Source: an optimization exercise on an open RTL-to-GDS flow (aim: small area). Production flows keep margins and buffers that such runs may drop.
In this exercise RTL edits were held to simulation tests only and were not proved equivalent to the original.
Power figures rest on the tool's default switching activity, not on a simulated workload.

--- flow/design.v ---
module pipeline #(
  parameter LENGTH = 1,
  parameter WIDTH = 1
)(
  input clk,
  input rst,
  input enable,
  input [WIDTH-1:0] in,
  output [WIDTH-1:0] out
);
reg [WIDTH-1:0] pipe_d [LENGTH-1:0];
reg [WIDTH-1:0] pipe_q [LENGTH-1:0];
integer i;
assign out = pipe_q[LENGTH-1];
always @(*) begin
  if (enable)
    pipe_d[0] = in;
  else 
    pipe_d[0] = pipe_q[0];
  for (i = 1; i < LENGTH; i = i + 1) begin
    if (enable)
      pipe_d[i] = pipe_q[i-1];
    else
      pipe_d[i] = pipe_q[i];
  end
end
always @(posedge clk) begin
  for (i = 0; i < LENGTH; i = i + 1) begin
    if (rst) 
      pipe_q[i] <= 1'd0;
    else
      pipe_q[i] <= pipe_d[i];
  end
end
endmodule
module hsv_div (
  output rfd,
  input clk,
  input [13:0] dividend,
  input [8:0] divisor,
  output [13:0] quotient,
  output [1:0] fractional
);
  localparam STEPS = 16;
  assign rfd = 1'b1;
  reg [15:0] num_q [0:STEPS];   
  reg [8:0]  rem_q [0:STEPS];
  reg [8:0]  den_q [0:STEPS];
  reg [15:0] out_q;
  reg [9:0] trial;
  reg [9:0] diff;
  integer i;
  always @(posedge clk) begin
    num_q[0] <= {dividend, 2'b00};
    rem_q[0] <= 9'd0;
    den_q[0] <= divisor;
    for (i = 0; i < STEPS; i = i + 1) begin
      trial = {rem_q[i], num_q[i][15]};
      diff = trial - {1'b0, den_q[i]};
      if (trial >= {1'b0, den_q[i]}) begin
        rem_q[i+1] <= diff[8:0];
        num_q[i+1] <= {num_q[i][14:0], 1'b1};
      end else begin
        rem_q[i+1] <= trial[8:0];
        num_q[i+1] <= {num_q[i][14:0], 1'b0};
      end
      den_q[i+1] <= den_q[i];
    end
    out_q <= num_q[STEPS];
  end
  assign quotient = out_q[15:2];
  assign fractional = out_q[1:0];
endmodule
module rgb_to_hsv(
    input clk,
    input rst,
    input [4:0] r,
    input [5:0] g,
    input [4:0] b,
    output reg [7:0] h,
    output reg [7:0] s,
    output [5:0] v,
    input in_valid,
    output out_valid
  );
  reg [5:0] r1,g1,b1;
  reg [5:0] max, min;
  reg [5:0] delta;
  reg [13:0] h_tmp;
  reg [13:0] h_top_d, h_top_q, s_top_d, s_top_q;
  reg [8:0] s_bottom_d, s_bottom_q, h_bottom_d, h_bottom_q;
  wire [15:0] h_div, s_div;
  reg [1:0] h_add;
  wire [1:0] h_add_delay;
  reg [7:0] h_add_tmp;
  reg h_neg;
  wire h_neg_delay;
  hsv_div h_divider (
      .clk(clk),  
      .rfd(),  
      .dividend(h_top_q),  
      .divisor(h_bottom_q),  
      .quotient(h_div),  
      .fractional()  
    );
  hsv_div s_divider (
      .clk(clk),  
      .rfd(),  
      .dividend(s_top_q),  
      .divisor(s_bottom_q),  
      .quotient(s_div),  
      .fractional()  
    );
  pipeline #(.LENGTH(19), .WIDTH(6+2+1+1)) v_pipe (
    .clk(clk),
    .rst(rst),
    .enable(1'b1),
    .in({max,h_add,h_neg,in_valid}),
    .out({v,h_add_delay,h_neg_delay,out_valid})
  );
  always @* begin
    max = 6'd0;
    h_add = 2'd0;
    h_top_d = h_top_q;
    h_bottom_d = h_bottom_q;
    s_top_d = s_top_q;
    s_bottom_d = s_bottom_q;
    h = 8'bx;
    s = 6'bx;
    h_neg = 1'bx;
    r1 = 6'd0;
    g1 = 6'd0;
    b1 = 6'd0;
    min = 6'd0;
    delta = 6'd0;
    h_tmp = 14'd0;
    h_add_tmp = 8'd0;
    if (in_valid) begin
      r1 = {r,r[4]};
      g1 = g;
      b1 = {b,b[4]};
      max = r1 > g1 ? (b1 > r1 ? b1 : r1) : (b1 > g1 ? b1 : g1);
      min = r1 < g1 ? (b1 < r1 ? b1 : r1) : (b1 < g1 ? b1 : g1);
      delta = max - min;
      s_top_d = {delta, 8'b0} - delta;  
      s_bottom_d = max > 0 ? max : 9'd1; 
      h_bottom_d = delta > 6'd0 ? delta * 6'd6 : 9'd6;
      if (r1 == max) begin
        h_tmp = (g1 >= b1 ? (g1 - b1) : (b1 - g1));
        h_neg = g1 >= b1 ? 1'b0 : 1'b1;
        h_add = 2'd0;
      end else if (g1 == max) begin
        h_tmp = (b1 >= r1 ? (b1 - r1) : (r1 - b1));
        h_neg = b1 >= r1 ? 1'b0 : 1'b1;
        h_add = 2'd1;
      end else begin
        h_tmp = (r1 >= g1 ? (r1 - g1) : (g1 - r1));
        h_neg = r1 >= g1 ? 1'b0 : 1'b1;
        h_add = 2'd2;
      end
      h_top_d = {h_tmp, 8'b0} - h_tmp;  
    end
    if (out_valid) begin
      h_add_tmp = {h_add_delay, 6'b0} + h_add_delay;  
      if (h_neg_delay && h_div > h_add_tmp) begin
        h = 8'd255 - h_div + h_add_tmp;
      end else if (h_neg_delay) begin
        h = h_add_tmp - h_div;
      end else begin
        h = h_div + h_add_tmp;
      end
      s = s_div[7:0];
    end
  end
  always @(posedge clk) begin
    h_top_q <= h_top_d;
    h_bottom_q <= h_bottom_d;
    s_top_q <= s_top_d;
    s_bottom_q <= s_bottom_d;
  end
endmodule
module color_threshold (
    input clk,
    input rst,
    input end_frame_in,
    input end_line_in,
    input new_pixel_in,
    input [15:0] pixel_in,
    output end_frame_out,
    output end_line_out,
    output new_pixel_out,
    output pixel_out
  );
  wire end_frame, end_line, new_pixel, pixel;
  pipeline #(.LENGTH(19), .WIDTH(2)) pixel_pipe (
    .clk(clk),
    .rst(rst),
    .enable(1'b1),
    .in({end_frame_in, end_line_in}),
    .out({end_frame, end_line})
  );
  pipeline #(.LENGTH(1), .WIDTH(4)) out_pipe (
    .clk(clk),
    .rst(rst),
    .enable(1'b1),
    .in({end_frame, end_line, new_pixel, pixel}),
    .out({end_frame_out, end_line_out, new_pixel_out, pixel_out})
  );
  wire [7:0] h,s;
  wire [5:0] v;
  rgb_to_hsv color_converter (
      .clk(clk),
      .rst(rst),
      .r(pixel_in[15:11]),
      .g(pixel_in[10:5]),
      .b(pixel_in[4:0]),
      .h(h),
      .s(s),
      .v(v),
      .in_valid(new_pixel_in),
      .out_valid(new_pixel)
    );
  assign pixel = (h < 5 || h > 245) && s > 115 && s < 210 && v > 30;
endmodule
module run_finder (
    input clk,
    input rst,
    input end_frame_in,
    input end_line_in,
    input new_pixel,
    input pixel,
    output reg [10:0] run_start,
    output reg [10:0] run_end,
    output reg new_run,
    output reg end_line_out,
    output reg end_frame_out
  );
  reg [10:0] row_d, row_q, col_d, col_q;
  reg [10:0] start_d, start_q;
  reg found_start_d, found_start_q;
  always @* begin
    row_d = row_q;
    col_d = col_q;
    found_start_d = found_start_q;
    start_d = start_q;
    run_start = 10'bx;
    run_end = 10'bx;
    new_run = 1'b0;
    end_line_out = 1'b0;
    end_frame_out = 1'b0;
    if (new_pixel) begin
      col_d = col_q + 1'b1;
      if (found_start_q) begin
        if (!pixel) begin
          run_start = start_q;
          run_end = col_q;
          new_run = 1'b1;
          found_start_d = 1'b0;
        end
      end else begin
        if (pixel) begin
          found_start_d = 1'b1;
          start_d = col_q;
        end
      end
    end
    if (end_line_in) begin
      col_d = 10'd0;
      row_d = row_q + 1'b1;
      found_start_d = 1'b0;
      if (found_start_q) begin
        run_start = start_q;
        run_end = col_q;
        new_run = 1'b1;
      end
      end_line_out = 1'b1;
    end
    if (end_frame_in) begin
      col_d = 10'd0;
      row_d = 10'd0;
      end_frame_out = 1'b1;
      found_start_d = 1'b0;
    end
  end
  always @(posedge clk) begin
    if (rst) begin
      row_q <= 10'd0;
      col_q <= 10'd0;
      found_start_q <= 1'b0;
    end else begin
      row_q <= row_d;
      col_q <= col_d;
      found_start_q <= found_start_d;
    end
    start_q <= start_d;
  end
endmodule
module color_run_finder (
    input clk,
    input rst,
    input end_frame_in,
    input end_line_in,
    input new_pixel_in,
    input [15:0] pixel_in,
    output [10:0] run_start,
    output [10:0] run_end,
    output new_run,
    output end_line_out,
    output end_frame_out
  );
  wire color_end_frame, color_end_line, color_new_pixel, color_pixel;
  color_threshold color_threshold (
      .clk(clk),
      .rst(rst),
      .end_frame_in(end_frame_in),
      .end_line_in(end_line_in),
      .new_pixel_in(new_pixel_in),
      .pixel_in(pixel_in),
      .end_frame_out(color_end_frame),
      .end_line_out(color_end_line),
      .new_pixel_out(color_new_pixel),
      .pixel_out(color_pixel)
    );
  run_finder run_finder (
      .clk(clk),
      .rst(rst),
      .end_frame_in(color_end_frame),
      .end_line_in(color_end_line),
      .new_pixel(color_new_pixel),
      .pixel(color_pixel),
      .run_start(run_start),
      .run_end(run_end),
      .new_run(new_run),
      .end_line_out(end_line_out),
      .end_frame_out(end_frame_out)
    );
endmodule
--- flow/run.sh ---
#!/bin/bash
# synth_recipe.tcl (not shown) runs the flow's synth.tcl, then flattens the netlist and writes it again
# the make line also repeats each setting of config.mk as NAME=value (left out here)
make -C /OpenROAD-flow-scripts/flow DESIGN_CONFIG=/design/flow/config.mk WORK_HOME=/design/flow/orfs CLKGATE_MAP_FILE= SYNTH_SCRIPT=/design/flow/synth_recipe.tcl finish
--- flow/config.mk ---
export PLATFORM = sky130hd
export DESIGN_NAME = color_run_finder
export DESIGN_NICKNAME = color_run_finder
export VERILOG_FILES = /design/flow/design.v
export SDC_FILE = /design/flow/constraint.sdc
export NUM_CORES = 4
export LEC_CHECK = 0
export CAP_MARGIN = 20
export CORE_MARGIN = 2
export CORE_UTILIZATION = 45
export PLACE_DENSITY = 0.6
export SLEW_MARGIN = 20
--- flow/constraint.sdc ---
create_clock -name core_clock -period 6.0 [get_ports {clk}]
set_input_delay 1.2000 -clock core_clock [delete_from_list [all_inputs] [get_ports {clk}]]
set_output_delay 1.2000 -clock core_clock [all_outputs]
set_load 0.01 [all_outputs]
==> reports/results.ini <==
[outcome]
outcome=no timing/DRC/antenna violations

[synthesis]
synth_common_cells=1058 x dfxtp_1, 291 x inv_1, 289 x nor2b_1
synth_top_area_share_pct=54.9
ys_async_sr_fraction_pct=0
synth_most_common_cell=dfxtp_1
synthFlopType=dfxtp_1
synth_area_leaders=dfxtp_1 55%, ha_1 8.2%, nor2b_1 4.7%, edfxtp_1 4.0%, xnor2_1 3.0%
ys_ff_latch=1110
synth_edf_count=52
yosysTopAreaCell=dfxtp_1
synth_area_mm2=0.0386
synth_nets=3735
synth_warnings=17
ys_seq_area_share_pct=58.9
ys_types=86
avgSynthCellArea_um2=11.3
netlist_instances=3428

[place]
dp.cells=4615
gp_congestion=0.889
hpwlAfterDp_um=45100
place_area_mm2=0.0407
port_buffers=45

[power_and_ir_drop]
leakage_nw=19.7
internal-power_mw=18.0
power_frac_comb_pct=32.0
vdd_drop_max_mv=0.284
powerDensity_mw_per_mm2=584
clkPwrFrac_pct=26.4
power_frac_seq_pct=41.6
netSwitchingPower_mw=8.02
switching_share_pct=30.9

[sta]
worst_pin_slew_ns=1.07
period_share_pct=88.8
clock.fmax_mhz=188
finalHoldViolations=0
fin_skew_ns=0.0311
setup_viol=0
slew_violations=0
holdWs_ns=0.310
fin_crit_ns=5.33
setup_tns_ns=0
slew_headroom_pct=28.6
rsz0062_at_grt=false

[clocking]
cts_tree=done
cts-htree-levels=3
cts_setup_buffers=0
cts.sinks=1110
ctsHoldBuffers=0
cts-root-buf=clkbuf_16
numCtsBuffers=107
cts.path.max_buffers=3
cts_resized=0
cts.reportedPaths.clkPinSlew_ns=0.06
clock_latency_ns=0.66

[setup_path]
critPathMaxFanout=18
start_kind=input port
cpMaxStageDelayCell=clkdlybuf4s50_1
crit_type=in -> reg
crit_chain=clkdlybuf4s50_1, inv_1, ha_1, and3_4, a21boi_4, o21ai_2, mux2i_1, o31a_1, buf_4, o31ai_1, o22ai_1, ha_1, nand2_1, nand2_1, a21oi_1, nor2b_1, nor2_1, o311ai_0, a311oi_1
cp-end-kind=flop
worstRegToRegCells=14
cp.arrival_ns=5.78
cp.required_ns=6.45
worst_path_largest_cell_delay_ns=0.55
r2r_slack_ns=2.53
timing.rr.start=color_threshold.color_converter.h_divider.out_q[2]
worstSetupStartpoint=pixel_in[2]
rr_endpoint=color_threshold.out_pipe.pipe_q[0][0]
crit_path_end=color_threshold.color_converter.h_top_q[13]

[job]
maxCapViolations=0

[detailed_routing]
viasPerCell=4.58
num_vias=22100
wl_um=62100
initialDrtViolationCount=923
first_pass_iters=4
wire_per_inst_um=12.9
drcViolationCount=0
ant_nets=0

[die]
die_w_um=297
fp.dieArea_mm2=0.0882
rows=107
core_region_area_mm2=0.0851
initial_core_util_pct=45.4
die_h_um=297
ioPinCount=46

[final_layout]
final_cell_area_mm2=0.0445
fin_nets=3887
drive_gt1_share_pct=8.77
diodes=0
final_cells=4817
syn2layout_area_growth_pct=15.2
fillCellCount=7609

[grt]
grt_pass1_wl_um=106000
first_global_vias=22300
antenna_found_initial=0
grt-ovfl-total=0
grt_max_degree=92
grt_usage_pct=14.3

[min_path]
hp-class=reg -> reg

-- per-layer routing --
| layer | vias to the layer above | track usage, % | wire length, um |
|---|---|---|---|
| met2 | 226 | 25.5 | 30300 |
| met5 | - | 0 | 0 |
| met3 | 123 | 2.32 | 1990 |
| met4 | 0 | 5.70 | 1890 |
| li1 | 11700 | - | - |
| met1 | 10000 | 17.2 | 28000 |
-- cells in the final DEF, fill, tap and decap left out, drive strengths merged, types with 34 or more instances in the layout --
cell type,count
dfxtp,1058
inv,300
nor2b,289
ha,252
a21oi,212
nor2,200
clkbuf,153
xnor2,132
o21ai,97
a21o,94
nand2b,84
xor2,74
buf,71
nand2,69
and2,52
edfxtp,52
clkdlybuf4s50,43
nand4,42
fa,34
-- final cells by class --
class,count,area [um2],share of cell area [%]
flip-flops and latches,1110,22700,51.1
multi-input cells,1955,14500,32.6
clock buffers,153,3140,7.07
well taps,1144,1430,3.22
inverters,292,1100,2.46
repair buffers,114,965,2.17
clock inverters,49,619,1.39
-- worst min path at each step --
stage,cells past startpoint,startpoint,slack [ns],end
CTS,0,flop,0.31,flop
finish,0,flop,0.31,flop
global placement,0,flop,0.31,flop
detailed placement,0,flop,0.31,flop
floorplan,0,flop,0.31,flop
global route,0,flop,0.31,flop
-- power groups by stage --
| stage | clock [mW] | sequential (mW) | combinational [mW] |
|---|---|---|---|
| finish | 6.86 | 10.8 | 8.32 |
| global placement | 0 | 11.0 | 8.28 |
| floorplan | 0 | 10.6 | 6.76 |
| detailed placement | 0 | 11.0 | 8.38 |
| CTS | 7.08 | 10.9 | 8.45 |
| global route | 7.39 | 11.1 | 9.57 |
-- flip-flops by register name, indices dropped and copies added, names as in the netlist --
register and cells:
color_threshold.out_pipe.pipe_q 4, color_threshold.color_converter.h_divider.rem_q 117, run_finder.found_start_q 1, color_threshold.color_converter.s_divider.rem_q 108, color_threshold.color_converter.s_divider.den_q 78, color_threshold.color_converter.s_divider.out_q 7
color_threshold.color_converter.h_divider.den_q 112, run_finder.col_q 11, color_threshold.pixel_pipe.pipe_q 38, color_threshold.color_converter.h_bottom_q 8, color_threshold.color_converter.s_top_q 13, color_threshold.color_converter.v_pipe.pipe_q 190
color_threshold.color_converter.s_divider.num_q 140, color_threshold.color_converter.s_bottom_q 6, run_finder.start_q 11, color_threshold.color_converter.h_divider.num_q 238, color_threshold.color_converter.h_top_q 14, color_threshold.color_converter.h_divider.out_q 14
-- metrics by stage --
step	setup slack (ns)	power, mW	utilization (%)
floorplan	0.441	17.4	-
global placement	0.100	19.3	47.8
detailed placement	0.0399	19.4	47.8
CTS	0.707	26.4	52.3
global route	0.323	28.0	52.3
finish	0.674	26.0	52.3
-- worst max-delay path, delay by kind of cell --
family | cells | cell delay [ns]
AOI/OAI and AO/OA | 8 | 2.05
buffers and inverters | 3 | 0.96
adders and majority gates | 2 | 0.70
and+or+nand+nor | 5 | 0.59
muxes | 1 | 0.25
-- kinds of logic (layout without fill, tap and decap cells) --
| family | Yosys count | after routing | share of synthesized area [%] |
|---|---|---|---|
| xor+xnor | 206 | 206 | 4.67 |
| mux | 49 | 49 | 1.38 |
| flops | 1110 | 1110 | 58.9 |
| fa+ha+maj | 286 | 286 | 9.93 |
| compound gates | 553 | 553 | 9.29 |
| simple gates | 861 | 861 | 12.2 |
| buf+inv | 363 | 608 | 3.59 |

-- re-timing with driven ports --
The flow's constraints put no driver on any port. The routed layout listed below was extracted and timed again, unchanged, in two steps. Step 1, drivers: a clkbuf_16 drives clk and a buf_2 each remaining input, both assumed. Step 2, shift: input delay + t, output delay - t, t = (earliest + latest rising clock arrival at the registers) / 2. This alone moves slack from input paths to output paths. Three values: ideal ports, drivers, drivers and shift; two values: the first two.
shift t [ns]: 0.708
setup slack, ns: 0.674 / 0.711 / 0.003
cell pins on the clock port's net: 1
After both steps this run still meets setup and hold. For this run, drivers alone change the setup slack by +0.037 ns; drivers and shift together by -0.671 ns.
